Background: an optimization exercise with open tools, aiming at small area and a short achievable clock period. Do not read the settings as production practice. In this exercise RTL edits were held to simulation tests only and were not proved equivalent to the original. Power figures rest on the tool's default switching activity, not on a simulated workload.

`constraint.sdc`:
```
create_clock -name core_clock -period 28.0 [get_ports {clk}]
set_input_delay 5.6000 -clock core_clock [delete_from_list [all_inputs] [get_ports {clk}]]
set_output_delay 5.6000 -clock core_clock [all_outputs]
set_load 0.01 [all_outputs]
```
`config.mk`:
```
export PLATFORM = sky130hd
export DESIGN_NAME = dataPath
export DESIGN_NICKNAME = dataPath
export VERILOG_FILES = /design/flow/design.v
export SDC_FILE = /design/flow/constraint.sdc
export NUM_CORES = 4
export LEC_CHECK = 0
export CAP_MARGIN = 20
export CORE_MARGIN = 2
export CORE_UTILIZATION = 50
export CTS_CLUSTER_DIAMETER = 100
export CTS_CLUSTER_SIZE = 40
export SLEW_MARGIN = 20
export SYNTH_HIERARCHICAL = 1
export SYNTH_MINIMUM_KEEP_SIZE = 0
```
`standard.sh`:
```
#!/bin/bash
# synth_recipe.tcl (not shown) runs the flow's synth.tcl, then flattens the netlist and writes it again
# the make line also repeats each setting of config.mk as NAME=value (left out here)
make -C /OpenROAD-flow-scripts/flow DESIGN_CONFIG=/design/flow/config.mk WORK_HOME=/design/flow/orfs CLKGATE_MAP_FILE= SYNTH_SCRIPT=/design/flow/synth_recipe.tcl "${@:-finish}"
```
`design.v`:
```
module dataPath (
  input  logic [13:0] instruction,
  input  logic        clk,
  input  logic        rst,
  output logic        flag_zero,
  output logic        flag_negative,
  output logic        flag_carry,
  output logic        flag_overflow
);
  logic [1:0] op;
  logic [3:0] wa, ra1, ra2;
  assign op  = instruction[13:12];
  assign wa  = instruction[11:8];
  assign ra1 = instruction[7:4];
  assign ra2 = instruction[3:0];
  logic [31:0] R [0:15];
  logic [31:0] a, b;           
  logic [15:0] s1, s2, we;
  always_comb begin
    for (int j = 0; j < 16; j++) begin
      s1[j] = ~rst & (ra1 == 4'(j));
      s2[j] = ~rst & (ra2 == 4'(j));
      we[j] =  rst | (wa  == 4'(j));
    end
  end
  logic [31:0] rd1_n, rd2_n;
  always_comb begin
    rd1_n = '0;
    rd2_n = '0;
    for (int j = 0; j < 16; j++) begin
      rd1_n = rd1_n | ({32{s1[j]}} & R[j]);
      rd2_n = rd2_n | ({32{s2[j]}} & R[j]);
    end
  end
  always_ff @(posedge clk) begin
    a <= rd1_n;
    b <= rd2_n;
  end
  logic [31:0] p, g, o;
  assign p = a ^ b;
  assign g = a & b;
  assign o = a | b;
  logic [32:0] ca_b, cs_b;
  always_comb begin
    ca_b[0] = 1'b0; cs_b[0] = 1'b1;
    for (int i = 0; i < 32; i++) begin
      ca_b[i+1] = p[i] ? ca_b[i] : a[i];
      cs_b[i+1] = p[i] ? a[i] : cs_b[i];
    end
  end
  logic [31:0] sa, ss;
  assign sa = p ^ ca_b[31:0];
  assign ss = ~p ^ cs_b[31:0];
  logic z_add, z_sub, z_and, z_or;
  assign z_add = ~|sa;
  assign z_sub = ~|p;
  assign z_and = ~|g;
  assign z_or  = ~|o;
  logic [3:0] fz, fn;
  logic [1:0] fc, fv;
  assign fz = {z_or, z_and, z_sub, z_add};
  assign fn = {o[31], g[31], ss[31], sa[31]};
  assign fc = {cs_b[32], ca_b[32]};
  assign fv = {cs_b[32] ^ cs_b[31], ca_b[32] ^ ca_b[31]};
  flag_sel u_flag_sel (
    .op(op), .fz(fz), .fn(fn), .fc(fc), .fv(fv),
    .flag_zero(flag_zero), .flag_negative(flag_negative),
    .flag_carry(flag_carry), .flag_overflow(flag_overflow)
  );
  logic [3:0] os;     
  op_decode u_op_decode (.op(op), .rst(rst), .os(os));
  logic [31:0] wd_lo, wd_hi;    
  assign wd_lo = ({32{os[0]}} & sa) | ({32{os[1]}} & ss) |
                 ({32{os[2]}} & g)  | ({32{os[3]}} & o);
  assign wd_hi = wd_lo | {32{rst}};
  always_ff @(posedge clk) begin
    for (int r = 0; r < 16; r++) begin
      logic [31:0] wd;
      for (int k = 0; k < 32; k++)
        wd[k] = (k < 4 && r[k]) ? wd_hi[k] : wd_lo[k];
      R[r] <= ({32{we[r]}} & wd) | ({32{~we[r]}} & R[r]);
    end
  end
endmodule
module flag_sel (
  input  logic [1:0] op,
  input  logic [3:0] fz,
  input  logic [3:0] fn,
  input  logic [1:0] fc,
  input  logic [1:0] fv,
  output logic       flag_zero,
  output logic       flag_negative,
  output logic       flag_carry,
  output logic       flag_overflow
);
  logic [3:0] s;
  op_onehot u_dec (.op(op), .s(s));
  sel4 u_z (.s(s), .d(fz), .y(flag_zero));
  sel4 u_n (.s(s), .d(fn), .y(flag_negative));
  sel4 u_c (.s(s), .d({2'b00, fc}), .y(flag_carry));
  sel4 u_v (.s(s), .d({2'b00, fv}), .y(flag_overflow));
endmodule
module op_onehot (input logic [1:0] op, output logic [3:0] s);
  assign s[0] = (op == 2'd0);
  assign s[1] = (op == 2'd1);
  assign s[2] = (op == 2'd2);
  assign s[3] = (op == 2'd3);
endmodule
module sel4 (input logic [3:0] s, input logic [3:0] d, output logic y);
  assign y = |(s & d);
endmodule
module op_decode (
  input  logic [1:0] op,
  input  logic       rst,
  output logic [3:0] os
);
  assign os[0] = ~rst & (op == 2'd0);
  assign os[1] = ~rst & (op == 2'd1);
  assign os[2] = ~rst & (op == 2'd2);
  assign os[3] = ~rst & (op == 2'd3);
endmodule
```
`flow/run.sh`:
```
#!/bin/bash
# Layout flow: the standard ORFS flow (standard.sh, synthesis unchanged)
# with two changes to how the layout is made:
#  - the port buffers that buffer_ports inserts on every input and output
#    are sky130_fd_sc_hd__buf_2 cells rather than the tool's default pick;
#  - clock tree synthesis runs without dummy loads.
# Each tool's full output stays in orfs/logs/; make's output goes to
# standard.log in this folder.
set -euo pipefail
export BUFFER_PORTS_ARGS="-buffer_cell sky130_fd_sc_hd__buf_2"
export CTS_ARGS="-sink_clustering_enable -repair_clock_nets -sink_clustering_size 24 -sink_clustering_max_diameter 80 -dont_use_dummy_load"
bash standard.sh > standard.log 2>&1
```
==> results.cfg, run 1 <==
[power_and_ir_drop]
vdd_drop_max_mv = 0.0452
power_density_nw_per_um2 = 76.5
p_leak_nw = 9.96

[worst_setup_path]
crit_fanout = 8
arrival_ps = 6430
critPathCaptureType = output pin
critPathKind = in2out
cp.required_ps = 22400
start_kind = primary input

[routing]
postRouteAntennaNets = 0
wirelength_met1_mm = 37.1
vias_per_cell = 7.59
routedWlPerCell_um = 36.9
drt_iter0_drc = 3460
top_layer = met5
drc_errors = 0
met2_length_mm = 43.3
num_vias = 20700
first_pass_iters = 9
dr_wl_met3_mm = 14.2
routed_wl_mm = 101

[clocking]
hold_buffers = 0
clk_pin_slew_ps = 90
clock-sinks = 576
numCtsBuffers = 34
post_cts_resized = 0
tritoncts = yes
clk_latency_ps = 580
clockBufferDepth = 3
postCtsSetupBuffers = 0
ctsRootBufferMaster = clkbuf_16
htreeDepth = 2

[sta]
setup_tns_ps = 0
finalCritPeriodShare_pct = 43.0
worst_slew_pin_slew_ps = 991
slew_violations = 0
hold_violations = 0
min_period_ps = 12030
finalWorstSetupSlack_ps = 15970
finClkSkew_ps = 45.3
slew_headroom_pct = 33.5
setup_violations = 0
clock.fmax_ghz = 0.0831
rsz0062_at_grt = no

[logic_synthesis]
synth-compound-area-share_pct = 21.4
ys_seq_area_share_pct = 61.4
async_reset_ff_share_pct = 0
synth_cell_types = 90
synth-simple-area-share_pct = 7.37
synth-xor-area-share_pct = 2.33
synth_seq_cells = 576
post-synth-top-area-cell = edfxtp_1
syn_area_per_cell_um2 = 13.2
synth_top_family_by_area = compound AO/OA/AOI/OAI gates
synth_area_leaders = edfxtp_1, a221oi_1, a22o_1
synth_edf_count = 512
ys_warn_count = 8
synthCells = 2050
synth_top_cell_area_share_pct = 56.6
synth-main-ff-cell = edfxtp_1
synth.cell_area_um2 = 27100
muxShareOfSynthArea_pct = 1.05
synthAdderAreaFrac_pct = 3.04

[layout]
nets = 2113
diodes = 0
drive_above_1_share_pct = 11.0
layout_common_cells = edfxtp_1, a221oi_1, a22o_1, a22oi_1, nand2_1
synthToLayoutAreaGrowth_pct = 7.28
layout_commonest_cell = edfxtp_1
layoutNonFillerInstCount = 2725

[grt]
antenna_found_initial = 2
grt_pass1_wl_mm = 141
grtUsageTotal_pct = 35.3
grt_max_degree = 34
globalRoute.totalOverflow = 0
first_global_vias = 19900

[place]
gp_congestion = 0.947
place_ws_ps = 15970
port_buffers = 19
place_hpwl_mm = 53.0
placed_cells = 2687

[floorplan]
core_area_um2 = 53700
rows = 85
dieArea_um2 = 56200
start_util_pct = 50.5
io_pins = 20
die_x_um = 237
die_h_um = 237

[min_path]
hold_path_class = reg2reg

[run_status]
status = finished clean

[run]
maxCapViolations = 0
## Yosys cell counts, types with 54 or more instances
cell,number
nand4_1,74
nand2_1,88
dfxtp_1,64
edfxtp_1,512
a22oi_1,124
ha_1,66
nor2_1,64
a221oi_1,192
inv_1,72
clkbuf_1,117
a22o_1,190
o21ai_0,54
## per-module statistics from Yosys, one instance, submodules excluded
module	cell area (µm²)	copies in the design	flops+latches
flag_sel	3.75	1	0
op_onehot	26.3	1	0
dataPath	27000	1	576
sel4	18.8	4	0
op_decode	30.0	1	0
## worst paths after layout
| kind | start | end | slack [ps] | cells after the start |
|---|---|---|---|---|
| setup / recovery | instruction[12] | flag_zero | 15970 | 5 |
| hold / removal | flip-flop | a[31] | 510 | 2 |
| setup reg to reg | a[3] | flip-flop | 23790 | 12 |
| hold reg to reg | flip-flop | a[31] | 510 | 2 |
## logic make-up (layout without fill, tap and decap cells)
logic type,after synthesis,count (layout)
AOI/OAI and AO/OA,723,723
adders and majority gates,66,66
other,1,4
and+or+nand+nor,372,372
buffers and inverters,216,192
xor gates and xnor gates,70,70
muxes,26,26
DFF,576,576
## cell type report
type / instances / area (µm²)
Clock buffer: 34 / 851
Fill cell: 4398 / 24600
Inverter: 73 / 288
Multi-Input combinational cell: 1261 / 9860
Sequential cell: 576 / 16700
Tap cell: 696 / 871
Timing Repair Buffer: 85 / 591
## worst max-delay path, cell delays in order
cell and delay [ps]:
buf_2 160, nor2b_1 300, a22oi_1 120, nand2_1 130, buf_2 130
## metal layers
metal	up-vias	GRT usage (%)
li1	8319	-
met1	10100	47.4
met2	1843	52.7
met3	411	10.4
met4	2	16.8
met5	-	0
## power by group
| group | switching, mW | internal (mW) |
|---|---|---|
| Combinational | 0.324 | 0.176 |
| Sequential | 0.0933 | 1.15 |
| Clock | 0.270 | 0.217 |
| Total | 0.688 | 1.54 |
## per-stage QoR
stage / hold WS, ps / area [µm²] / power (mW) / util, %
finish: 508 / 29100 / 2.23 / 54.2
global route: 502 / 29100 / 2.31 / 54.2
CTS: 495 / 29100 / 2.21 / 54.1
detailed placement: 502 / 28200 / 1.74 / 52.5
global placement: 498 / 28200 / 1.73 / 52.5
floorplan: 445 / 27200 / 1.57 / -
==> run 2, diff against run 1 <==
--- a/flow/run.sh
+++ b/flow/run.sh
@@ -8,5 +8,5 @@
 # standard.log in this folder.
 set -euo pipefail
 export BUFFER_PORTS_ARGS="-buffer_cell sky130_fd_sc_hd__buf_2"
-export CTS_ARGS="-sink_clustering_enable -repair_clock_nets -sink_clustering_size 24 -sink_clustering_max_diameter 80 -dont_use_dummy_load"
+export CTS_ARGS="-sink_clustering_enable -repair_clock_nets -sink_clustering_size 30 -sink_clustering_max_diameter 60 -dont_use_dummy_load"
 bash standard.sh > standard.log 2>&1
==> run 2 against run 1 <==
Largest power group unchanged. Sequential power barely moved. Non-clock buffer count fell by 1. Still clean. Total power rose by 4.3%. First-iteration DRC count fell by 4.2%. Synthesized cell count did not move. Die area did not move. Count of clock-buffer cells in the layout rose by 13. Critical path depth did not move.
==> results.cfg, run 2 <==
[run_status]
status = finished clean

[layout]
nets = 2125
layout_commonest_cell = edfxtp_1
layout_common_cells = edfxtp_1, a221oi_1, a22o_1, a22oi_1, nand2_1
diodes = 0
drive_above_1_share_pct = 11.6
post-route-util_pct = 54.8
synthToLayoutAreaGrowth_pct = 8.46

[worst_setup_path]
rr_startpoint = a[3]
critPathCaptureType = output pin
cp_slowest_cell = nor2b_1
cp_top_family = simple AND/OR/NAND/NOR gates
crit_fanout = 8
endpoint = flag_zero
cp_slowest_stage_delay_ps = 300
cp.required_ps = 22400
cp.depth = 5
critPathKind = in2out
reg2reg_slack_ps = 23780
crit_top_cell = buf_2
r2r_cells = 12
arrival_ps = 6440
start_kind = primary input
path_cells = buf_2, nor2b_1, a22oi_1, nand2_1, buf_2
path_buf_inv = 2
startpoint = instruction[12]

[logic_synthesis]
synth_area_leaders = edfxtp_1, a221oi_1, a22o_1
synthTopCellsByCount = edfxtp_1, a221oi_1, a22o_1
synthCells = 2050
synth_edf_count = 512
synth.cell_area_um2 = 27100
post-synth-top-area-cell = edfxtp_1
ys_seq_area_share_pct = 61.4
async_reset_ff_share_pct = 0
synth_top_cell_area_share_pct = 56.6
synth-main-ff-cell = edfxtp_1
synth_cell_types = 90
synth.most_common_cell = edfxtp_1
syn_area_per_cell_um2 = 13.2
ys_warn_count = 8
synth_seq_cells = 576

[sta]
slew_violations = 0
finalCritPeriodShare_pct = 43.0
rsz0062_at_grt = no
min_period_ps = 12040
worst_slew_pin_slew_ps = 1100
hold_violations = 0
setup_violations = 0
finClkSkew_ps = 67.2
slew_headroom_pct = 26.0
clock.fmax_ghz = 0.0831
setup_tns_ps = 0

[power_and_ir_drop]
p_int_mw = 1.62
seqPwrFrac_pct = 53.4
p_leak_nw = 10.1
clock_power_share_pct = 25.1
swShare_pct = 30.4
pwr-share-comb_pct = 21.5
power_density_nw_per_um2 = 78.9
p_sw_mw = 0.706
vdd_drop_max_mv = 0.0455

[clocking]
numCtsBuffers = 47
post_cts_resized = 0
clockBufferDepth = 3
ctsRootBufferMaster = clkbuf_16
tritoncts = yes
clk_pin_slew_ps = 100
hold_buffers = 0
clock-sinks = 576
htreeDepth = 2
clk_latency_ps = 620
postCtsSetupBuffers = 0

[grt]
first_global_vias = 19900
antenna_found_initial = 2
globalRoute.totalOverflow = 0
grt_max_degree = 34
grt_pass1_wl_mm = 141
grtUsageTotal_pct = 35.4

[routing]
vias_per_cell = 7.60
first_pass_iters = 9
num_vias = 20800
drc_errors = 0
postRouteAntennaNets = 0
drt_iter0_drc = 3314
routed_wl_mm = 101
routedWlPerCell_um = 36.8

[floorplan]
die_x_um = 237
io_pins = 20
rows = 85
start_util_pct = 50.5
die_h_um = 237
core_area_um2 = 53700
dieArea_um2 = 56200

[run]
maxCapViolations = 0

[place]
place_hpwl_mm = 53.0
port_buffers = 19
gp_congestion = 0.947

[min_path]
min_path_cells = 2
hold_path_class = reg2reg
-- run 2: metrics by stage --
| stage | setup slack (ps) | power, mW | area (µm²) | hold WS [ps] | instances |
|---|---|---|---|---|---|
| after floorplan | 16310 | 1.57 | 27200 | 445 | 2053 |
| after global placement | 15940 | 1.73 | 28200 | 498 | 2687 |
| after detailed placement | 15970 | 1.74 | 28200 | 502 | 2687 |
| after CTS | 15960 | 2.31 | 29400 | 492 | 2734 |
| after global routing | 15860 | 2.41 | 29400 | 519 | 2737 |
| final | 15960 | 2.32 | 29400 | 492 | 2737 |
-- run 2: cell families after synthesis --
group	after synthesis	share of synthesized area (%)
and+or+nand+nor	372	7.37
adders and majority gates	66	3.04
xor gates and xnor gates	70	2.33
DFF	576	61.4
buffers and inverters	216	3.38
other	1	0.0138
AOI/OAI and AO/OA	723	21.4
muxes	26	1.05
-- run 2: tightest hold or removal path, cell delays in order (launching register included) --
cell	delay, ps
edfxtp_1	350
a221oi_1	90
nand4_1	80
-- run 2: routing by layer --
metal	vias to the layer above	GRT usage [%]	wire (µm)
met4	0	17.6	5910
met2	1791	52.7	43200
li1	8347	-	-
met3	411	10.4	14000
met1	10200	47.4	37600
met5	-	0	0
-- run 2: power by group through the flow --
| stage | Sequential (mW) | Clock (mW) | Combinational, mW |
|---|---|---|---|
| after floorplan | 1.22 | 0 | 0.351 |
| after global placement | 1.25 | 0 | 0.480 |
| after detailed placement | 1.25 | 0 | 0.485 |
| after CTS | 1.24 | 0.582 | 0.487 |
| after global routing | 1.26 | 0.614 | 0.540 |
| final | 1.24 | 0.583 | 0.500 |
-- run 2: worst min path at each step --
stage,startpoint,endpoint,slack (ps)
floorplan,flip-flop,b[22],440
global placement,flip-flop,b[29],500
detailed placement,flip-flop,a[31],500
CTS,flip-flop,b[11],490
global route,flip-flop,a[31],520
finish,flip-flop,b[11],490
-- run 2: area by class of cell --
type,count,area (µm²)
sequential,576,16700
timing repair buffer,84,583
clock buffer,47,1180
inverter,73,288
fill,4363,24300
multi-input combinational,1261,9860
tap,696,871
-- run 2: modules after synthesis, one instance, submodules excluded --
module | flops+latches | area (µm²)
dataPath | 576 | 27000
op_decode | 0 | 30.0
op_onehot | 0 | 26.3
sel4 | 0 | 18.8
flag_sel | 0 | 3.75
==> run 3, diff against run 2 <==
--- a/design.v
+++ b/design.v
@@ -93,21 +93,23 @@
   output logic       flag_carry,
   output logic       flag_overflow
 );
-  logic [3:0] s;
-  op_onehot u_dec (.op(op), .s(s));
-  sel4 u_z (.s(s), .d(fz), .y(flag_zero));
-  sel4 u_n (.s(s), .d(fn), .y(flag_negative));
-  sel4 u_c (.s(s), .d({2'b00, fc}), .y(flag_carry));
-  sel4 u_v (.s(s), .d({2'b00, fv}), .y(flag_overflow));
+  logic z_lo_n, z_hi_n, n_lo_n, n_hi_n, c_lo_n, v_lo_n;
+  mux2_n u_z0 (.s(op[0]), .a(fz[0]), .b(fz[1]), .y(z_lo_n));
+  mux2_n u_z1 (.s(op[0]), .a(fz[2]), .b(fz[3]), .y(z_hi_n));
+  mux2_n u_z  (.s(op[1]), .a(z_lo_n), .b(z_hi_n), .y(flag_zero));
+  mux2_n u_n0 (.s(op[0]), .a(fn[0]), .b(fn[1]), .y(n_lo_n));
+  mux2_n u_n1 (.s(op[0]), .a(fn[2]), .b(fn[3]), .y(n_hi_n));
+  mux2_n u_n  (.s(op[1]), .a(n_lo_n), .b(n_hi_n), .y(flag_negative));
+  mux2_n u_c0 (.s(op[0]), .a(fc[0]), .b(fc[1]), .y(c_lo_n));
+  mux2_n u_v0 (.s(op[0]), .a(fv[0]), .b(fv[1]), .y(v_lo_n));
+  nor2_k u_c (.a(op[1]), .b(c_lo_n), .y(flag_carry));
+  nor2_k u_v (.a(op[1]), .b(v_lo_n), .y(flag_overflow));
 endmodule
-module op_onehot (input logic [1:0] op, output logic [3:0] s);
-  assign s[0] = (op == 2'd0);
-  assign s[1] = (op == 2'd1);
-  assign s[2] = (op == 2'd2);
-  assign s[3] = (op == 2'd3);
+module mux2_n (input logic s, a, b, output logic y);
+  assign y = ~(s ? b : a);
 endmodule
-module sel4 (input logic [3:0] s, input logic [3:0] d, output logic y);
-  assign y = |(s & d);
+module nor2_k (input logic a, b, output logic y);
+  assign y = ~(a | b);
 endmodule
 module op_decode (
   input  logic [1:0] op,
==> flow/run.sh (replaced) <==
#!/bin/bash
# Layout flow: the standard ORFS flow (standard.sh, synthesis unchanged)
# with these changes to how the layout is made:
#  - the port buffers that buffer_ports inserts on every input and output
#    are sky130_fd_sc_hd__buf_2 cells rather than the tool's default pick;
#  - clock tree synthesis uses larger sink clusters and no dummy loads;
#  - before global routing, flow/tighten.tcl runs one more setup repair
#    pass with a larger setup margin.
# Each tool's full output stays in orfs/logs/ (one log per step); make's
# output goes to standard.log in this folder.
set -euo pipefail
here=$(pwd)
export BUFFER_PORTS_ARGS="-buffer_cell sky130_fd_sc_hd__buf_2"
export CTS_ARGS="-sink_clustering_enable -repair_clock_nets -sink_clustering_size 24 -sink_clustering_max_diameter 80 -dont_use_dummy_load"
export PRE_GLOBAL_ROUTE_TCL="$here/flow/tighten.tcl"
bash standard.sh > standard.log 2>&1
==> flow/tighten.tcl (new file) <==
# Sourced by ORFS's global_route step (PRE_GLOBAL_ROUTE_TCL) before global
# routing: one more setup repair pass on the placed, clock-tree-synthesized
# design, asking for extra slack on the input-to-output flag paths so the
# resizer sizes their few cells up. The SDC is unchanged.
estimate_parasitics -placement
repair_timing -setup -setup_margin 16.8 -match_cell_footprint -verbose
detailed_placement
check_placement -verbose
estimate_parasitics -placement
report_checks -path_delay max -format end -group_path_count 4
==> run 3 against run 2 <==
Combinational power increased by 2%. Fmax increased by 2.3%. Via count decreased by 0.99%. Non-clock buffer count increased by 4. Sequential power about the same. Highest routed layer is now met5. Cell count decreased by 0.77%.
==> results.cfg, run 3 <==
[clocking]
clk_pin_slew_ps = 90
hold_buffers = 0
htreeDepth = 1
clk_latency_ps = 660
tritoncts = yes
clockBufferDepth = 3
ctsRootBufferMaster = clkbuf_16
clock-sinks = 576
numCtsBuffers = 31

[logic_synthesis]
synth_edf_count = 512
synth.most_common_cell = edfxtp_1
ys_warn_count = 8
synth_area_leaders = edfxtp_1, a221oi_1, a22o_1
synth_cell_types = 88
synthTopCellsByCount = edfxtp_1, a221oi_1, a22o_1
post-synth-top-area-cell = edfxtp_1
synth-main-ff-cell = edfxtp_1
synthCells = 2043
ys_seq_area_share_pct = 61.4
synth_top_cell_area_share_pct = 56.7
synth_seq_cells = 576
syn_area_per_cell_um2 = 13.3
synth.cell_area_um2 = 27100
async_reset_ff_share_pct = 0

[floorplan]
io_pins = 20
die_h_um = 237
rows = 85
core_area_um2 = 53700
dieArea_um2 = 56100
start_util_pct = 50.5
die_x_um = 237

[grt]
antenna_found_initial = 5
grtUsageTotal_pct = 35.0
grt_pass1_wl_mm = 141
first_global_vias = 20000
globalRoute.totalOverflow = 0
grt_max_degree = 34

[routing]
drt_iter0_drc = 3139
drc_errors = 0
routed_wl_mm = 99.5
first_pass_iters = 6
postRouteAntennaNets = 0
routedWlPerCell_um = 36.6
num_vias = 20600
vias_per_cell = 7.58

[power_and_ir_drop]
p_leak_nw = 9.93
power_mw = 2.21
power_density_nw_per_um2 = 76.0
vdd_drop_max_mv = 0.0481

[sta]
finClkSkew_ps = 70.7
slew_headroom_pct = 33.5
rsz0062_at_grt = yes
setup_violations = 0
slew_violations = 0
holdWs_ps = 506
min_period_ps = 11770
finalCritPeriodShare_pct = 42.0
worst_slew_pin_slew_ps = 987
hold_violations = 0
setup_tns_ps = 0
clock.fmax_ghz = 0.0850

[place]
port_buffers = 19
gp_congestion = 0.938
postPlaceCellArea_um2 = 28200
place_hpwl_mm = 54.0

[layout]
nets = 2103
synthToLayoutAreaGrowth_pct = 7.08
drive_above_1_share_pct = 10.9
stdcell_area_um2 = 29000
layout_common_cells = edfxtp_1, a221oi_1, a22o_1, a22oi_1, nand2_1
layout_commonest_cell = edfxtp_1
n_fill_cell = 4432
post-route-util_pct = 54.1

[worst_setup_path]
crit_fanout = 7
arrival_ps = 6170
critPathCaptureType = output pin
reg2reg_slack_ps = 23850
cp.required_ps = 22400
start_kind = primary input
critPathKind = in2out

[run]
maxCapViolations = 0

[min_path]
hold_path_class = reg2reg

[run_status]
status = finished clean
[run 3: critical path, cell delays in order]
cell and delay (ps):
buf_12 120, mux2i_1 130, mux2i_1 170, buf_2 160
[run 3: layout make-up]
type                            count  area, µm²  area share (%)
Tap cell                          696        871            3.00
Sequential cell                   576      16700            57.3
Antenna cell                        1       2.50         0.00862
Clock buffer                       31        776            2.67
Multi-Input combinational cell   1251       9820            33.8
Timing Repair Buffer               88        631            2.17
Inverter                           73        288           0.991
[run 3: cells by family after synthesis]
family          after synthesis  synth area share [%]
compound gates              715                  21.2
xor+xnor                     70                  2.33
fa+ha+maj                    66                  3.04
buf+inv                     216                  3.39
flops                       576                  61.4
mux                          34                  1.35
simple gates                366                  7.25
[run 3: path summary, 6_finish.rpt]
check,endpoint,cells past startpoint,from
setup reg to reg,flip-flop,11,a[3]
hold / removal,b[22],1,flip-flop
hold reg to reg,b[22],1,flip-flop
setup / recovery,flag_zero,4,instruction[12]
[run 3: Yosys stat by module, one instance, submodules excluded, excerpt]
module / flops+latches / cells / times used
mux2_n: 0 / 1 / 8
dataPath: 576 / 2029 / 1
nor2_k: 0 / 1 / 2
op_decode: 0 / 4 / 1
[run 3: stage by stage]
| stage | setup slack, ps | cells |
|---|---|---|
| 2_1_floorplan | 16480 | 2043 |
| 3_3_place_gp | 16110 | 2683 |
| 3_5_place_dp | 16070 | 2683 |
| 4_1_cts | 16070 | 2714 |
| 5_1_grt | 16210 | 2716 |
| 6_report | 16230 | 2716 |
[run 3: power breakdown]
| part | switching [mW] | internal [mW] |
|---|---|---|
| clock network | 0.262 | 0.196 |
| logic | 0.332 | 0.176 |
| registers | 0.0966 | 1.15 |
| total | 0.691 | 1.52 |
[run 3: metal layers]
metal	up-vias	wire length, µm	global-route usage, %
met5	-	40	0
met1	10200	38300	49.5
met3	327	14800	9.69
met2	1747	42400	51.8
li1	8310	-	-
met4	6	4030	12.8
[run 3: repair_timing]
item                       CTS  global route
buffers inserted             0             1
resized for setup            0             5
setup endpoints to repair    0             4
==> run 4, diff against run 3 <==
==> config.mk (replaced) <==
export PLATFORM = sky130hd
export DESIGN_NAME = dataPath
export DESIGN_NICKNAME = dataPath
export VERILOG_FILES = /design/flow/design.v
export SDC_FILE = /design/flow/constraint.sdc
export NUM_CORES = 4
export LEC_CHECK = 0
export CAP_MARGIN = 5
export CORE_MARGIN = 2
export CORE_UTILIZATION = 60
export CTS_CLUSTER_DIAMETER = 80
export CTS_CLUSTER_SIZE = 24
export SLEW_MARGIN = 5
export SYNTH_HIERARCHICAL = 1
export SYNTH_MINIMUM_KEEP_SIZE = 0
==> run 4 against run 3 <==
Register-to-register slack worse by 200 ps. Highest routed layer unchanged. Routed wire length down 2.2%. Via count up 0.71%. Synthesized cell count unchanged. Worst hold slack better by 17 ps. Clock skew up 22 ps. Sequential share of layout area up 0.34 points. Fmax up 0.27%. Clock power down 2%. Global-route usage up 5.8 points. Total power down 0.60%. Critical endpoint unchanged.
==> results.cfg, run 4 <==
[run_status]
status = finished clean

[power_and_ir_drop]
p_leak_nw = 9.91
pwr-share-comb_pct = 23.0
power_mw = 2.20
swShare_pct = 31.1
vdd_drop_max_mv = 0.0651
clock_power_share_pct = 20.5
seqPwrFrac_pct = 56.5
p_int_mw = 1.51
p_sw_mw = 0.683
power_density_nw_per_um2 = 76.0

[logic_synthesis]
synth_area_leaders = edfxtp_1, a221oi_1, a22o_1
synth_top_cell_area_share_pct = 56.7
synth.cell_area_um2 = 27100
synth_edf_count = 512
synth-main-ff-cell = edfxtp_1
synth_seq_cells = 576
synthCells = 2043
ys_seq_area_share_pct = 61.4
ys_warn_count = 8
synth.most_common_cell = edfxtp_1
async_reset_ff_share_pct = 0
synthTopCellsByCount = edfxtp_1, a221oi_1, a22o_1
post-synth-top-area-cell = edfxtp_1
syn_area_per_cell_um2 = 13.3
synth_cell_types = 88

[routing]
routedWlPerCell_um = 37.3
drc_errors = 0
vias_per_cell = 7.94
routed_wl_mm = 97.4
num_vias = 20700
first_pass_iters = 6
drt_iter0_drc = 3772
postRouteAntennaNets = 0

[grt]
grt_pass1_wl_mm = 137
first_global_vias = 19700
globalRoute.totalOverflow = 0
grtUsageTotal_pct = 40.8
antenna_found_initial = 2
grt_max_degree = 34

[floorplan]
io_pins = 20
dieArea_um2 = 46900
start_util_pct = 61.1
die_h_um = 217
core_area_um2 = 44400
die_x_um = 217
rows = 77

[sta]
rsz0062_at_grt = yes
setup_tns_ps = 0
setup_violations = 0
finClkSkew_ps = 92.5
finalCritPeriodShare_pct = 41.9
worst_slew_pin_slew_ps = 1190
finalWorstSetupSlack_ps = 16260
min_period_ps = 11740
slew_violations = 0
clock.fmax_ghz = 0.0852
slew_headroom_pct = 20.0
hold_violations = 0

[min_path]
hold_path_class = reg2reg

[place]
placed_cells = 2579
port_buffers = 19
place_ws_ps = 16090
gp_congestion = 0.984
place_hpwl_mm = 51.6

[layout]
drive_above_1_share_pct = 10.7
layout_commonest_cell = edfxtp_1
nets = 2102
post-route-util_pct = 65.0
layoutNonFillerInstCount = 2612
synthToLayoutAreaGrowth_pct = 6.44
layout_common_cells = edfxtp_1, a221oi_1, a22o_1, a22oi_1, nand2_1

[clocking]
clockBufferDepth = 3
numCtsBuffers = 30
clock-sinks = 576
tritoncts = yes
clk_pin_slew_ps = 90
ctsRootBufferMaster = clkbuf_16
clk_latency_ps = 650
htreeDepth = 1

[worst_setup_path]
critPathCaptureType = output pin
start_kind = primary input
arrival_ps = 6140
crit_fanout = 7
cp.required_ps = 22400
critPathKind = in2out

[run]
maxCapViolations = 0
-- run 4: changes by cell type in the layout (fill, tap and decap cells not counted), sizes merged --
| cell | before | now |
|---|---|---|
| diode | 1 | 2 |
| clkbuf | 31 | 30 |
-- run 4: final cells by class --
class                      count  area [µm²]
antenna                        2        5.00
clock buffer                  30         751
fill                        3293       15500
inverter                      73         288
multi-input combinational   1251        9800
sequential                   576       16700
tap                          592         741
timing repair buffer          88         631
-- run 4: timing repair --
item / CTS / global route
gates resized for setup: 0 / 5
buffers inserted: 0 / 1
hold buffers: 0 / 0
endpoints found under the setup margin: 0 / 4
-- run 4: cell families (layout without fill, tap and decap cells) --
group                    after synthesis  after routing  share of synthesized area (%)
other                                  0              2                              0
multiplexers                          34             34                           1.35
flip-flops                           576            576                           61.4
buffers and inverters                216            191                           3.39
AO/OA/AOI/OAI                        715            715                           21.2
adder cells (fa/ha/maj)               66             66                           3.04
AND/OR/NAND/NOR                      366            366                           7.25
XOR/XNOR                              70             70                           2.33
-- run 4: final timing paths --
path                        start         to  slack, ps  cells after the start
setup / recovery  instruction[12]  flag_zero      16260                      4
setup reg to reg             a[3]  flip-flop      23650                     11
hold / removal          flip-flop      b[11]        520                      2
hold reg to reg         flip-flop      b[11]        520                      2
-- run 4: stage by stage --
stage | hold slack (ps) | instance area [µm²]
after floorplan | 445 | 27100
after global placement | 487 | 28100
after detailed placement | 483 | 28100
after CTS | 520 | 28800
after global routing | 545 | 28900
final | 523 | 28900
-- run 4: per-module statistics from Yosys (local to each module, per instance), excerpt --
module | cells | cell area, µm²
nor2_k | 1 | 3.75
op_decode | 4 | 30.0
dataPath | 2029 | 27000
mux2_n | 1 | 10.0
-- run 4: power groups by stage --
stage	Combinational [mW]	Sequential, mW	Clock [mW]
final	0.505	1.24	0.449
after global routing	0.539	1.26	0.474
after floorplan	0.352	1.22	0
after global placement	0.484	1.25	0
after detailed placement	0.489	1.26	0
after CTS	0.492	1.24	0.446
-- run 4: worst max-delay path: stages --
cell and delay, ps:
buf_12 100, mux2i_1 210, mux2i_1 90, buf_2 140
-- run 4: per-layer routing --
layer  global-route usage [%]  wire (µm)
met1                     56.1      35000
met2                     59.7      40900
met3                     13.8      16000
met4                     17.2       5510
met5                        0         13
==> run 5, diff against run 4 <==
--- a/config.mk
+++ b/config.mk
@@ -7,7 +7,7 @@
 export LEC_CHECK = 0
 export CAP_MARGIN = 5
 export CORE_MARGIN = 2
-export CORE_UTILIZATION = 60
+export CORE_UTILIZATION = 50
 export CTS_CLUSTER_DIAMETER = 80
 export CTS_CLUSTER_SIZE = 24
 export SLEW_MARGIN = 5
==> run 5 against run 4 <==
Combinational power about the same. Sequential power about the same. Utilization decreased by 11 points. Worst hold slack got worse by 24 ps. Via count decreased by 1.0%. First-iteration DRC count decreased by 14%. Register-to-register slack improved by 110 ps. Clock power increased by 2%. Die area increased by 20%.
==> results.cfg, run 5 <==
[routing]
routed_wl_mm = 99.5
routedWlPerCell_um = 36.6
first_pass_iters = 6
postRouteAntennaNets = 0
drt_iter0_drc = 3242
vias_per_cell = 7.56
drc_errors = 0
num_vias = 20500

[place]
postPlaceCellArea_um2 = 28200
port_buffers = 19
gp_congestion = 0.938
place_hpwl_mm = 54.0
placed_cells = 2683
place_ws_ps = 16070

[floorplan]
die_x_um = 237
start_util_pct = 50.5
io_pins = 20
core_area_um2 = 53700
rows = 85
die_h_um = 237
dieArea_um2 = 56100

[grt]
grt_pass1_wl_mm = 141
antenna_found_initial = 5
first_global_vias = 20000
grtUsageTotal_pct = 35.0
grt_max_degree = 34
globalRoute.totalOverflow = 0

[clocking]
htreeDepth = 1
numCtsBuffers = 31
clock-sinks = 576
clk_latency_ps = 660
tritoncts = yes
ctsRootBufferMaster = clkbuf_16
clk_pin_slew_ps = 100
clockBufferDepth = 3

[sta]
setup_violations = 0
clock.fmax_ghz = 0.0850
rsz0062_at_grt = yes
slew_headroom_pct = 20.0
hold_violations = 0
setup_tns_ps = 0
slew_violations = 0
worst_slew_pin_slew_ps = 1190
finClkSkew_ps = 75.4
finalWorstSetupSlack_ps = 16230
finalCritPeriodShare_pct = 42.0
min_period_ps = 11770

[logic_synthesis]
synth_seq_cells = 576
ys_warn_count = 8
synthCells = 2043
synth.most_common_cell = edfxtp_1
synth_edf_count = 512
post-synth-top-area-cell = edfxtp_1
ys_seq_area_share_pct = 61.4
synth_area_leaders = edfxtp_1, a221oi_1, a22o_1
synth.cell_area_um2 = 27100
synthTopCellsByCount = edfxtp_1, a221oi_1, a22o_1
synth_top_cell_area_share_pct = 56.7
async_reset_ff_share_pct = 0
syn_area_per_cell_um2 = 13.3
synth_cell_types = 88
synth-main-ff-cell = edfxtp_1

[layout]
layout_common_cells = edfxtp_1, a221oi_1, a22o_1, a22oi_1, nand2_1
post-route-util_pct = 54.0
n_fill_cell = 4436
layout_commonest_cell = edfxtp_1
nets = 2103
stdcell_area_um2 = 29000
layoutNonFillerInstCount = 2717
synthToLayoutAreaGrowth_pct = 7.02
drive_above_1_share_pct = 10.7

[power_and_ir_drop]
power_density_nw_per_um2 = 76.0
pwr-share-comb_pct = 22.9
vdd_drop_max_mv = 0.0484
clock_power_share_pct = 20.8
seqPwrFrac_pct = 56.3
swShare_pct = 31.3
p_sw_mw = 0.690
p_int_mw = 1.52
p_leak_nw = 9.92

[worst_setup_path]
critPathCaptureType = output pin
arrival_ps = 6170
cp.required_ps = 22400
critPathKind = in2out
start_kind = primary input
crit_fanout = 7

[run_status]
status = finished clean

[run]
maxCapViolations = 0

[min_path]
hold_path_class = reg2reg
[run 5: cell counts after synthesis]
Identical to the previous run, type by type.
[run 5: worst max-delay path, cell delays in order]
cell	delay [ps]
buf_12	120
mux2i_1	130
mux2i_1	170
buf_2	160
[run 5: area by class of cell]
cell class / count / area (µm²) / area share (%)
flip-flops and latches: 576 / 16700 / 57.4
inverters: 73 / 288 / 0.991
repair buffers: 88 / 631 / 2.17
multi-input cells: 1251 / 9800 / 33.8
well taps: 696 / 871 / 3.00
clock buffers: 31 / 776 / 2.67
diodes: 2 / 5.00 / 0.0172
[run 5: final timing paths]
path	cells past startpoint	to	slack (ps)	startpoint
max	4	flag_zero	16230	instruction[12]
min	2	b[14]	500	flip-flop
max reg2reg	11	flip-flop	23760	a[3]
min reg2reg	2	b[14]	500	flip-flop
[run 5: Yosys stat by module, one instance, submodules excluded, a selection]
module     cells  times used  flip-flops and latches
mux2_n         1           8                       0
op_decode      4           1                       0
nor2_k         1           2                       0
dataPath    2029           1                     576
[run 5: routing by layer]
| layer | global-route usage, % | part of all wire, % | routed length [µm] |
|---|---|---|---|
| met5 | 0 | 0.040 | 40 |
| met2 | 51.8 | 42 | 42300 |
| met4 | 12.8 | 4.1 | 4050 |
| met1 | 49.5 | 39 | 38400 |
| met3 | 9.69 | 15 | 14800 |
[run 5: cell families after synthesis]
logic type	count (synthesis)	synth area share, %
XOR/XNOR	70	2.33
AND/OR/NAND/NOR	366	7.25
AO/OA/AOI/OAI	715	21.2
buffers and inverters	216	3.39
adder cells (fa/ha/maj)	66	3.04
flip-flops	576	61.4
multiplexers	34	1.35
[run 5: per-stage QoR]
step                      hold WS [ps]  power, mW
after detailed placement           468       1.75
after global routing               524       2.29
after CTS                          488       2.20
after floorplan                    445       1.57
after global placement             469       1.74
final                              499       2.21
[run 5: what timing repair did]
item / in CTS / in global routing
endpoints found under the hold margin: 0 / 0
gates resized for setup: 0 / 5
setup endpoints to repair: 0 / 4
setup buffers: 0 / 1
hold buffers: 0 / 0
[run 5: power groups by stage]
| stage | registers [mW] | logic (mW) | clock network [mW] |
|---|---|---|---|
| after floorplan | 1.22 | 0.352 | 0 |
| after global placement | 1.25 | 0.489 | 0 |
| after detailed placement | 1.26 | 0.495 | 0 |
| after CTS | 1.24 | 0.496 | 0.460 |
| after global routing | 1.26 | 0.546 | 0.490 |
| final | 1.24 | 0.506 | 0.459 |
==> run 6, diff against run 5 <==
--- a/design.v
+++ b/design.v
@@ -24,14 +24,11 @@
     end
   end
   logic [31:0] rd1_n, rd2_n;
-  always_comb begin
-    rd1_n = '0;
-    rd2_n = '0;
-    for (int j = 0; j < 16; j++) begin
-      rd1_n = rd1_n | ({32{s1[j]}} & R[j]);
-      rd2_n = rd2_n | ({32{s2[j]}} & R[j]);
-    end
-  end
+  logic [511:0] R_flat;
+  always_comb
+    for (int j = 0; j < 16; j++) R_flat[32*j +: 32] = R[j];
+  read_sel u_rs1 (.s(s1), .Rf(R_flat), .q(rd1_n));
+  read_sel u_rs2 (.s(s2), .Rf(R_flat), .q(rd2_n));
   always_ff @(posedge clk) begin
     a <= rd1_n;
     b <= rd2_n;
@@ -121,3 +118,25 @@
   assign os[2] = ~rst & (op == 2'd2);
   assign os[3] = ~rst & (op == 2'd3);
 endmodule
+module read_sel (
+  input  logic [15:0] s,
+  input  logic [511:0] Rf,
+  output logic [31:0] q
+);
+  for (genvar k = 0; k < 32; k++) begin : g_bit
+    logic [5:0] n;
+    aoi222 u0 (.a1(s[0]),  .a2(Rf[0*32+k]),  .b1(s[1]),  .b2(Rf[1*32+k]),  .c1(s[2]),  .c2(Rf[2*32+k]),  .y(n[0]));
+    aoi222 u1 (.a1(s[3]),  .a2(Rf[3*32+k]),  .b1(s[4]),  .b2(Rf[4*32+k]),  .c1(s[5]),  .c2(Rf[5*32+k]),  .y(n[1]));
+    aoi222 u2 (.a1(s[6]),  .a2(Rf[6*32+k]),  .b1(s[7]),  .b2(Rf[7*32+k]),  .c1(s[8]),  .c2(Rf[8*32+k]),  .y(n[2]));
+    aoi222 u3 (.a1(s[9]),  .a2(Rf[9*32+k]),  .b1(s[10]), .b2(Rf[10*32+k]), .c1(s[11]), .c2(Rf[11*32+k]), .y(n[3]));
+    aoi222 u4 (.a1(s[12]), .a2(Rf[12*32+k]), .b1(s[13]), .b2(Rf[13*32+k]), .c1(s[14]), .c2(Rf[14*32+k]), .y(n[4]));
+    nand2_k u5 (.a(s[15]), .b(Rf[15*32+k]), .y(n[5]));
+    assign q[k] = ~&n;
+  end
+endmodule
+module aoi222 (input logic a1, a2, b1, b2, c1, c2, output logic y);
+  assign y = ~((a1 & a2) | (b1 & b2) | (c1 & c2));
+endmodule
+module nand2_k (input logic a, b, output logic y);
+  assign y = ~(a & b);
+endmodule
==> run 6 against run 5 <==
Still clean on timing, DRC and antenna. Routed wire length decreased by 8.3%. Design area is 2.3% lower. Flip-flop and latch count did not move. Synthesized cell count down 9.6%. Clock skew shrank 30 ps. Sequential power about the same. Via count fell by 4.3%. Total power is 1.8% lower. Non-clock buffer count decreased by 3. Combinational power decreased by 3%. Utilization rose by 1.0 points.
==> results.cfg, run 6 <==
[clocking]
hold_buffers = 0
clockBufferDepth = 3
htreeDepth = 1
clock-sinks = 576
clk_latency_ps = 620
tritoncts = yes
clk_pin_slew_ps = 80
numCtsBuffers = 30
ctsRootBufferMaster = clkbuf_16

[logic_synthesis]
synth-simple-area-share_pct = 9.46
synthTopCellsByCount = edfxtp_1, a222oi_1, nand2_1
synth_top_cell_area_share_pct = 58.9
muxShareOfSynthArea_pct = 1.25
synthAdderAreaFrac_pct = 3.16
ys_warn_count = 8
synthCells = 1846
synth_edf_count = 512
syn_area_per_cell_um2 = 14.1
synth_top_family_by_area = compound AO/OA/AOI/OAI gates
synth-compound-area-share_pct = 17.8
synth.most_common_cell = edfxtp_1
synth-xor-area-share_pct = 2.42
post-synth-top-area-cell = edfxtp_1
synth-main-ff-cell = edfxtp_1
synth_area_leaders = edfxtp_1, a222oi_1, dfxtp_1
ys_seq_area_share_pct = 63.8
synth_seq_cells = 576
synth_cell_types = 87
synth.cell_area_um2 = 26100
async_reset_ff_share_pct = 0

[worst_setup_path]
arrival_ps = 6150
rr_startpoint = a[3]
critPathCaptureType = output pin
cp.required_ps = 22400
critPathKind = in2out
start_kind = primary input
startpoint = instruction[12]
reg2reg_slack_ps = 23310
crit_fanout = 5
endpoint = flag_zero
r2r_cells = 11

[routing]
drt_iter0_drc = 3877
vias_per_cell = 7.56
postRouteAntennaNets = 0
num_vias = 19600
drc_errors = 0
routedWlPerCell_um = 35.2
routed_wl_mm = 91.3
first_pass_iters = 14

[sta]
clock.fmax_ghz = 0.0851
slew_headroom_pct = 17.8
rsz0062_at_grt = yes
slew_violations = 0
finalWorstSetupSlack_ps = 16250
setup_tns_ps = 0
min_period_ps = 11750
hold_violations = 0
worst_slew_pin_slew_ps = 1230
setup_violations = 0
finalCritPeriodShare_pct = 42.0
finClkSkew_ps = 45.4

[floorplan]
rows = 83
dieArea_um2 = 54100
start_util_pct = 50.7
die_x_um = 233
io_pins = 20
die_h_um = 233
core_area_um2 = 51500

[layout]
layout_common_cells = edfxtp_1, a222oi_1, nand2_1, inv_1, nand3_1
drive_above_1_share_pct = 10.9
layoutNonFillerInstCount = 2596
synthToLayoutAreaGrowth_pct = 8.56
nets = 1999
layout_commonest_cell = edfxtp_1

[grt]
grt_pass1_wl_mm = 130
grt_max_degree = 33
grtUsageTotal_pct = 33.4
antenna_found_initial = 0
globalRoute.totalOverflow = 0
first_global_vias = 18700

[power_and_ir_drop]
swShare_pct = 30.3
p_sw_mw = 0.658
seqPwrFrac_pct = 56.6
pwr-share-comb_pct = 22.6
p_leak_nw = 9.45
p_int_mw = 1.51
power_density_nw_per_um2 = 76.5
clock_power_share_pct = 20.8
vdd_drop_max_mv = 0.0485

[place]
place_ws_ps = 16080
place_hpwl_mm = 47.4
port_buffers = 19
gp_congestion = 0.919
placed_cells = 2562

[run_status]
status = finished clean

[min_path]
hold_path_class = reg2reg

[run]
maxCapViolations = 0
run 6: final cells by class:
class                   count  area (µm²)
inverters                  72         284
diodes                      1        2.50
repair buffers             85         628
flip-flops and latches    576       16700
clock buffers              30         751
well taps                 680         851
multi-input cells        1152        9180
fillers                  4258       23200
run 6: power groups by stage:
| stage | clock [mW] | sequential [mW] | combinational, mW |
|---|---|---|---|
| 3_5_place_dp | 0 | 1.24 | 0.478 |
| 3_3_place_gp | 0 | 1.23 | 0.474 |
| 6_report | 0.451 | 1.23 | 0.489 |
| 2_1_floorplan | 0 | 1.22 | 0.350 |
| 5_1_grt | 0.478 | 1.25 | 0.532 |
| 4_1_cts | 0.450 | 1.22 | 0.480 |
run 6: timing repair:
item | 4_1_cts | 5_1_grt
hold endpoints to repair | 0 | 0
setup buffers | 0 | 1
setup endpoints to repair | 0 | 4
gates resized for setup | 0 | 6
run 6: stage by stage:
step / instance area (µm²) / hold WS [ps] / total power, mW / utilization (%)
floorplan: 26100 / 468 / 1.57 / -
CTS: 28300 / 512 / 2.15 / 54.9
global placement: 27500 / 488 / 1.71 / 53.5
finish: 28400 / 511 / 2.17 / 55.0
global route: 28300 / 535 / 2.25 / 55.0
detailed placement: 27500 / 490 / 1.72 / 53.5
run 6: worst min path at each step:
stage,from,end,slack (ps),cells after the start
after floorplan,flip-flop,a[0],470,2
after global placement,flip-flop,b[8],490,2
after detailed placement,flip-flop,b[9],490,2
after CTS,flip-flop,b[9],510,2
after global routing,flip-flop,a[30],530,2
final,flip-flop,b[8],510,2
run 6: cells by family (layout without fill, tap and decap cells):
family	Yosys count	in the layout
fa+ha+maj	66	66
compound gates	527	527
simple gates	459	459
xor+xnor	70	70
buf+inv	118	187
other cells	0	1
flops	576	576
mux	30	30
run 6: critical path, stage by stage:
cell and delay, ps:
buf_12 110, mux2i_1 120, mux2i_1 170, buf_2 150
run 6: layer usage:
| layer | global-route usage (%) | share of wire [%] |
|---|---|---|
| met5 | 0 | 0 |
| met2 | 52.0 | 44 |
| met3 | 8.32 | 14 |
| met4 | 13.8 | 4.6 |
| met1 | 44.9 | 37 |
run 6: Yosys stat by module (local to each module, per instance), a selection:
module,cell area (µm²),flip-flops and latches
nor2_k,3.75,0
nand2_k,3.75,0
mux2_n,10.0,0
op_decode,30.0,0
read_sel,440,0
aoi222,10.0,0
==> run 7, diff against run 6 <==
--- a/design.v
+++ b/design.v
@@ -70,13 +70,20 @@
   assign wd_lo = ({32{os[0]}} & sa) | ({32{os[1]}} & ss) |
                  ({32{os[2]}} & g)  | ({32{os[3]}} & o);
   assign wd_hi = wd_lo | {32{rst}};
+  logic [15:0] wen;
+  assign wen = ~we;
+  logic [31:0] R_n [0:15];
+  for (genvar r = 0; r < 16; r++) begin : g_row
+    for (genvar k = 0; k < 32; k++) begin : g_bit
+      if (k < 4 && r[k]) begin : g_hi
+        hold_sel u_h (.we(we[r]), .wen(wen[r]), .d(wd_hi[k]), .q(R[r][k]), .y(R_n[r][k]));
+      end else begin : g_lo
+        hold_sel u_h (.we(we[r]), .wen(wen[r]), .d(wd_lo[k]), .q(R[r][k]), .y(R_n[r][k]));
+      end
+    end
+  end
   always_ff @(posedge clk) begin
-    for (int r = 0; r < 16; r++) begin
-      logic [31:0] wd;
-      for (int k = 0; k < 32; k++)
-        wd[k] = (k < 4 && r[k]) ? wd_hi[k] : wd_lo[k];
-      R[r] <= ({32{we[r]}} & wd) | ({32{~we[r]}} & R[r]);
-    end
+    for (int r = 0; r < 16; r++) R[r] <= R_n[r];
   end
 endmodule
 module flag_sel (
@@ -140,3 +147,6 @@
 module nand2_k (input logic a, b, output logic y);
   assign y = ~(a & b);
 endmodule
+module hold_sel (input logic we, wen, d, q, output logic y);
+  assign y = (we & d) | (wen & q);
+endmodule
==> run 7 against run 6 <==
Largest power group unchanged. Critical endpoint unchanged. Critical path depth is the same. First-iteration DRC count rose by 22%. Setup slack worse by 4.2 ps. Still clean on timing, DRC and antenna. Register-to-register slack improved by 150 ps. Cell count is 20% higher. Die area is 3.5% lower. Count of clock-buffer cells in the layout stayed put.
==> results.cfg, run 7 <==
[sta]
setup_tns_ps = 0
clock.fmax_ghz = 0.0851
hold_violations = 0
slew_headroom_pct = 11.2
rsz0062_at_grt = yes
setup_violations = 0
finalCritPeriodShare_pct = 42.0
finClkSkew_ps = 81.0
slew_violations = 0
worst_slew_pin_slew_ps = 1330
min_period_ps = 11750
holdWs_ps = 503

[power_and_ir_drop]
power_density_nw_per_um2 = 110
vdd_drop_max_mv = 0.0606
p_leak_nw = 10.1

[place]
postPlaceCellArea_um2 = 26800
gp_congestion = 0.936
port_buffers = 19
place_hpwl_mm = 60.7

[layout]
stdcell_area_um2 = 27600
top_register = R
reg_top3 = R (512), a (32), b (32)
multi_input_area_um2 = 13400
n_fill_cell = 4395
synthToLayoutAreaGrowth_pct = 9.36
nets = 2519
layout_common_cells = dfxtp_1, a22o_1, a222oi_1, nand2_1, inv_1
drive_above_1_share_pct = 8.54
layout_commonest_cell = dfxtp_1
final-seq-area_um2 = 11500
largest_register_ffs = 512

[routing]
routed_wl_mm = 104
drc_errors = 0
dr_wl_met3_mm = 14.9
top_layer = met5
num_vias = 24100
wirelength_met1_mm = 40.7
postRouteAntennaNets = 0
first_pass_iters = 11
met2_length_mm = 43.6
drt_iter0_drc = 4747
vias_per_cell = 7.77
routedWlPerCell_um = 33.4

[clocking]
clockBufferDepth = 3
tritoncts = yes
htreeDepth = 1
clk_latency_ps = 640
clk_pin_slew_ps = 90
clock-sinks = 576
hold_buffers = 0
numCtsBuffers = 30
ctsRootBufferMaster = clkbuf_16

[worst_setup_path]
cp.required_ps = 22400
critPathCaptureType = output pin
crit_fanout = 7
crit_top_cell = mux2i_1
critPathKind = in2out
start_kind = primary input
arrival_ps = 6150
cp_slowest_cell = mux2i_1
cp_slowest_stage_delay_ps = 220
path_cells = buf_12, mux2i_1, mux2i_1, buf_2

[grt]
antenna_found_initial = 4
grtUsageTotal_pct = 37.8
grt_pass1_wl_mm = 151
globalRoute.totalOverflow = 0
first_global_vias = 23100
grt_max_degree = 34

[logic_synthesis]
synth_area_leaders = dfxtp_1, a22o_1, a222oi_1
synth-main-ff-cell = dfxtp_1
synthCells = 2351
muxShareOfSynthArea_pct = 1.24
syn_area_per_cell_um2 = 10.7
synth.most_common_cell = dfxtp_1
synth_seq_cells = 576
synthTopCellsByCount = dfxtp_1, a22o_1, a222oi_1
ys_warn_count = 10
ys_seq_area_share_pct = 45.8
synth-compound-area-share_pct = 36.0
synth_top_cell_area_share_pct = 45.8
async_reset_ff_share_pct = 0
synth_cell_types = 77
synth_top_family_by_area = compound AO/OA/AOI/OAI gates
synthAdderAreaFrac_pct = 3.28
synth-xor-area-share_pct = 2.05
post-synth-top-area-cell = dfxtp_1
synth-simple-area-share_pct = 9.59
synth_edf_count = 0
synth.cell_area_um2 = 25200

[floorplan]
dieArea_um2 = 52200
rows = 82
core_area_um2 = 50000
die_h_um = 228
start_util_pct = 50.4
io_pins = 20
die_x_um = 228

[run]
maxCapViolations = 0

[min_path]
hold_path_class = reg2reg

[run_status]
status = finished clean
==> run 7: cell count changes in the layout (fill, tap and decap cells not counted), moves of 8 or more <==
| cell | before | now |
|---|---|---|
| o21ai_1 | 6 | 19 |
| edfxtp_1 | 512 | 0 |
| inv_1 | 71 | 89 |
| buf_4 | 65 | 79 |
| o21ai_0 | 57 | 41 |
| xnor2_1 | 41 | 31 |
| dfxtp_1 | 64 | 576 |
| a22o_1 | 3 | 512 |
| a21o_1 | 3 | 11 |
| a21o_2 | 9 | 0 |
==> run 7: modules after synthesis, one instance, submodules excluded, excerpt <==
module     cell area, µm²  copies in the design  flip-flops and latches
aoi222               10.0                   320                       0
nor2_k               3.75                     2                       0
hold_sel             8.76                   512                       0
op_decode            30.0                     1                       0
read_sel              440                     2                       0
mux2_n               10.0                     8                       0
dataPath            16300                     1                     576
nand2_k              3.75                    64                       0
==> run 7: final timing paths <==
kind,startpoint,to,slack (ps),cells after the start
worst max-delay path,instruction[12],flag_zero,16250,4
worst min register to register,R[4][26],R[4][26],500,1
worst min-delay path,R[4][26],R[4][26],500,1
worst max register to register,a[3],R[5][31],23460,13
==> run 7: final cells by class <==
class / count / area share (%)
sequential: 576 / 41.8
tap: 672 / 3.05
inverter: 93 / 1.27
multi-input combinational: 1639 / 48.6
timing repair buffer: 97 / 2.53
clock buffer: 30 / 2.72
antenna: 1 / 0.00908
==> run 7: critical path, delay by kind of cell <==
family | cells | cell delay (ps)
muxes | 2 | 310
buffers and inverters | 2 | 240
==> run 7: cell families after synthesis <==
kind of cell / after synthesis
xor gates and xnor gates: 59
DFF: 576
buffers and inverters: 136
AOI/OAI and AO/OA: 1033
and+or+nand+nor: 452
adders and majority gates: 66
muxes: 29
==> run 7: timing repair <==
| item | in CTS | in global routing |
|---|---|---|
| endpoints found under the setup margin | 0 | 4 |
| gates resized for setup | 0 | 5 |
| buffers inserted | 0 | 1 |
==> run 7: routing by layer <==
| metal | up-vias | track usage [%] |
|---|---|---|
| li1 | 10100 | - |
| met1 | 11800 | 50.4 |
| met2 | 1852 | 56.2 |
| met3 | 335 | 12.3 |
| met4 | 4 | 15.7 |
| met5 | - | 0 |
==> run 7: power breakdown <==
group | internal, mW | total [mW] | switching (mW)
Sequential | 1.16 | 1.43 | 0.270
Combinational | 0.497 | 1.14 | 0.641
Clock | 0.190 | 0.455 | 0.265
Total | 1.84 | 3.02 | 1.18
==> run 7: through the flow <==
step / setup WS [ps] / power [mW] / util [%] / cells
after detailed placement: 16060 / 2.53 / 53.6 / 3076
after global placement: 16120 / 2.49 / 53.6 / 3076
after floorplan: 16480 / 2.16 / - / 2351
after global routing: 16180 / 3.17 / 55.1 / 3107
after CTS: 16070 / 2.98 / 55.1 / 3106
final: 16250 / 3.02 / 55.2 / 3108
==> run 8, diff against run 7 <==
--- a/config.mk
+++ b/config.mk
@@ -10,6 +10,7 @@
 export CORE_UTILIZATION = 50
 export CTS_CLUSTER_DIAMETER = 80
 export CTS_CLUSTER_SIZE = 24
+export GPL_TIMING_DRIVEN = 0
 export SLEW_MARGIN = 5
 export SYNTH_HIERARCHICAL = 1
 export SYNTH_MINIMUM_KEEP_SIZE = 0
==> run 8 against run 7 <==
Register-to-register slack got worse by 400 ps. Non-clock buffer count grew 33. Total power up 1.0%. Still clean. Synthesized cell count stayed put. Critical path depth is the same. Largest cell class unchanged. Largest power group unchanged. Design area increased by 3.1%. Fmax about the same. Sequential share of layout area down 1.3 points.
==> results.cfg, run 8 <==
[run_status]
status = finished clean

[grt]
antenna_found_initial = 2
first_global_vias = 23500
grtUsageTotal_pct = 38.9
globalRoute.totalOverflow = 0
grt_max_degree = 34
grt_pass1_wl_mm = 154

[clocking]
ctsRootBufferMaster = clkbuf_16
clk_latency_ps = 660
htreeDepth = 1
clock-sinks = 576
clk_pin_slew_ps = 60
clockBufferDepth = 3
hold_buffers = 0
numCtsBuffers = 31
tritoncts = yes

[sta]
setup_violations = 0
finalCritPeriodShare_pct = 42.0
finalWorstSetupSlack_ps = 16240
slew_violations = 0
finClkSkew_ps = 90.1
clock.fmax_ghz = 0.0851
hold_violations = 0
min_period_ps = 11760
worst_slew_pin_slew_ps = 1350
rsz0062_at_grt = yes
setup_tns_ps = 0
slew_headroom_pct = 10.1

[power_and_ir_drop]
p_leak_nw = 10.4
vdd_drop_max_mv = 0.0599
power_density_nw_per_um2 = 107
power_mw = 3.05

[logic_synthesis]
synthTopCellsByCount = dfxtp_1, a22o_1, a222oi_1
synth.most_common_cell = dfxtp_1
syn_area_per_cell_um2 = 10.7
synth_cell_types = 77
synth_area_leaders = dfxtp_1, a22o_1, a222oi_1
synthCells = 2351
synth-main-ff-cell = dfxtp_1
synth_seq_cells = 576
post-synth-top-area-cell = dfxtp_1
synth_top_cell_area_share_pct = 45.8
synth.cell_area_um2 = 25200
ys_warn_count = 10
synth_edf_count = 0
ys_seq_area_share_pct = 45.8
async_reset_ff_share_pct = 0

[routing]
routedWlPerCell_um = 33.7
num_vias = 24400
first_pass_iters = 11
vias_per_cell = 7.77
postRouteAntennaNets = 0
drt_iter0_drc = 4643
routed_wl_mm = 106
drc_errors = 0

[floorplan]
die_h_um = 228
core_area_um2 = 50000
start_util_pct = 50.4
io_pins = 20
dieArea_um2 = 52200
die_x_um = 228
rows = 82

[worst_setup_path]
cp.required_ps = 22400
crit_fanout = 7
start_kind = primary input
arrival_ps = 6160
critPathKind = in2out
critPathCaptureType = output pin

[place]
port_buffers = 19
gp_congestion = 0.959
place_ws_ps = 16070
place_hpwl_mm = 68.9

[layout]
synthToLayoutAreaGrowth_pct = 12.8
nets = 2553
layout_common_cells = dfxtp_1, a22o_1, a222oi_1, nand2_1, inv_1
largest_register_ffs = 512
reg_top3 = R (512), a (32), b (32)
drive_above_1_share_pct = 9.72
top_register = R
diodes = 0
layout_commonest_cell = dfxtp_1

[run]
maxCapViolations = 0

[min_path]
hold_path_class = reg2reg
## run 8: cell counts after synthesis
No cell type changed its count.
## run 8: layout make-up
type	instances	area, µm²
buffer	43	181
clock buffer	31	776
fill	4318	21500
inverter	93	349
multi-input combinational	1639	13500
sequential	576	11500
tap	672	841
timing repair buffer	87	1280
## run 8: metrics by stage
| stage | utilization (%) | instance area, µm² | instances | hold WS (ps) |
|---|---|---|---|---|
| floorplan | - | 25200 | 2351 | 460 |
| global placement | 52.3 | 26100 | 3042 | 473 |
| detailed placement | 55.3 | 27600 | 3109 | 476 |
| CTS | 56.8 | 28400 | 3140 | 500 |
| global route | 56.9 | 28400 | 3141 | 515 |
| finish | 56.9 | 28400 | 3141 | 499 |
## run 8: logic make-up after synthesis
family          share of synthesized area [%]
xor+xnor                                 2.05
fa+ha+maj                                3.28
compound gates                           36.0
mux                                      1.24
buf+inv                                  2.11
flops                                    45.8
simple gates                             9.59
## run 8: Yosys stat by module (local to each module, per instance), excerpt
| module | area (µm²) | flip-flops and latches | cells | times used |
|---|---|---|---|---|
| nand2_k | 3.75 | 0 | 1 | 64 |
| nor2_k | 3.75 | 0 | 1 | 2 |
| dataPath | 16300 | 576 | 1313 | 1 |
| read_sel | 440 | 0 | 64 | 2 |
| op_decode | 30.0 | 0 | 4 | 1 |
| hold_sel | 8.76 | 0 | 1 | 512 |
| aoi222 | 10.0 | 0 | 1 | 320 |
## run 8: final timing paths
check                                startpoint   endpoint  slack (ps)  depth (start not counted)
worst min register to register          R[9][4]    R[9][4]         500                          1
worst max register to register             a[9]   R[4][31]       23060                         14
worst max-delay path            instruction[12]  flag_zero       16240                          4
worst min-delay path                    R[9][4]    R[9][4]         500                          1
## run 8: report_power, final
part           leakage (nW)  total (mW)  internal [mW]  switching [mW]
clock                 0.382       0.468          0.196           0.272
sequential             4.73        1.42           1.16           0.269
combinational          5.28        1.16          0.500           0.656
## run 8: layer usage
layer  wire [µm]  vias to the layer above  GRT usage, %
met5         191                        -          2.21
met4        5660                        6          19.0
met3       13800                      410          10.9
met2       45200                     1814          58.7
met1       41100                    12000          51.0
li1            -                    10200             -
## run 8: critical path: stages
cell and delay (ps):
buf_12 100, mux2i_1 210, mux2i_1 100, buf_2 140
## run 8: repair_timing
action | 4_1_cts | 5_1_grt
endpoints found under the setup margin | 0 | 4
resized for setup | 0 | 5
buffers inserted | 0 | 1

==> port drivers added, routing unchanged <==
How much do the figures lean on ideal ports? The routed layouts below were timed once more, with nothing changed but the port constraints. Step 1 sets driving cells, clkbuf_16 on the clock port and buf_2 on the other inputs (assumed; they add their load-dependent delay and slew). Step 2 adds t to the input delays and takes it off the output delays; t is the mean of the earliest and latest rising clock arrival at the registers after step 1. Input paths then give back, and output paths get back, about the clock's delay inside the block. Three values: no drivers, after step 1, after step 2; two values: the first two.
run	shift t [ns]	setup slack, ns	hold WS [ns]	clock arrival spread, ns	worst register clock-pin slew, ns
run 1	0.611	15.965 / 15.940 / 15.940	0.508 / 0.508 / 0.508	0.045 / 0.045	0.10 / 0.10
run 2	0.647	15.961 / 15.935 / 15.935	0.492 / 0.492 / 0.492	0.068 / 0.069	0.10 / 0.10
run 3	0.679	16.230 / 16.162 / 16.162	0.506 / 0.506 / 0.506	0.071 / 0.071	0.10 / 0.10
run 4	0.664	16.262 / 16.177 / 16.177	0.523 / 0.523 / 0.523	0.092 / 0.093	0.10 / 0.10
run 5	0.681	16.229 / 16.161 / 16.161	0.499 / 0.499 / 0.499	0.075 / 0.076	0.10 / 0.10
run 6	0.658	16.250 / 16.120 / 16.120	0.511 / 0.511 / 0.511	0.046 / 0.046	0.10 / 0.10
run 7	0.665	16.246 / 16.180 / 16.180	0.503 / 0.503 / 0.503	0.081 / 0.081	0.10 / 0.10
run 8	0.677	16.243 / 16.175 / 16.175	0.499 / 0.499 / 0.499	0.092 / 0.092	0.10 / 0.10
After both steps setup and hold are still met in every run listed. For run 6, which loses most, drivers alone change the setup slack by -0.130 ns; drivers and shift together by -0.130 ns.
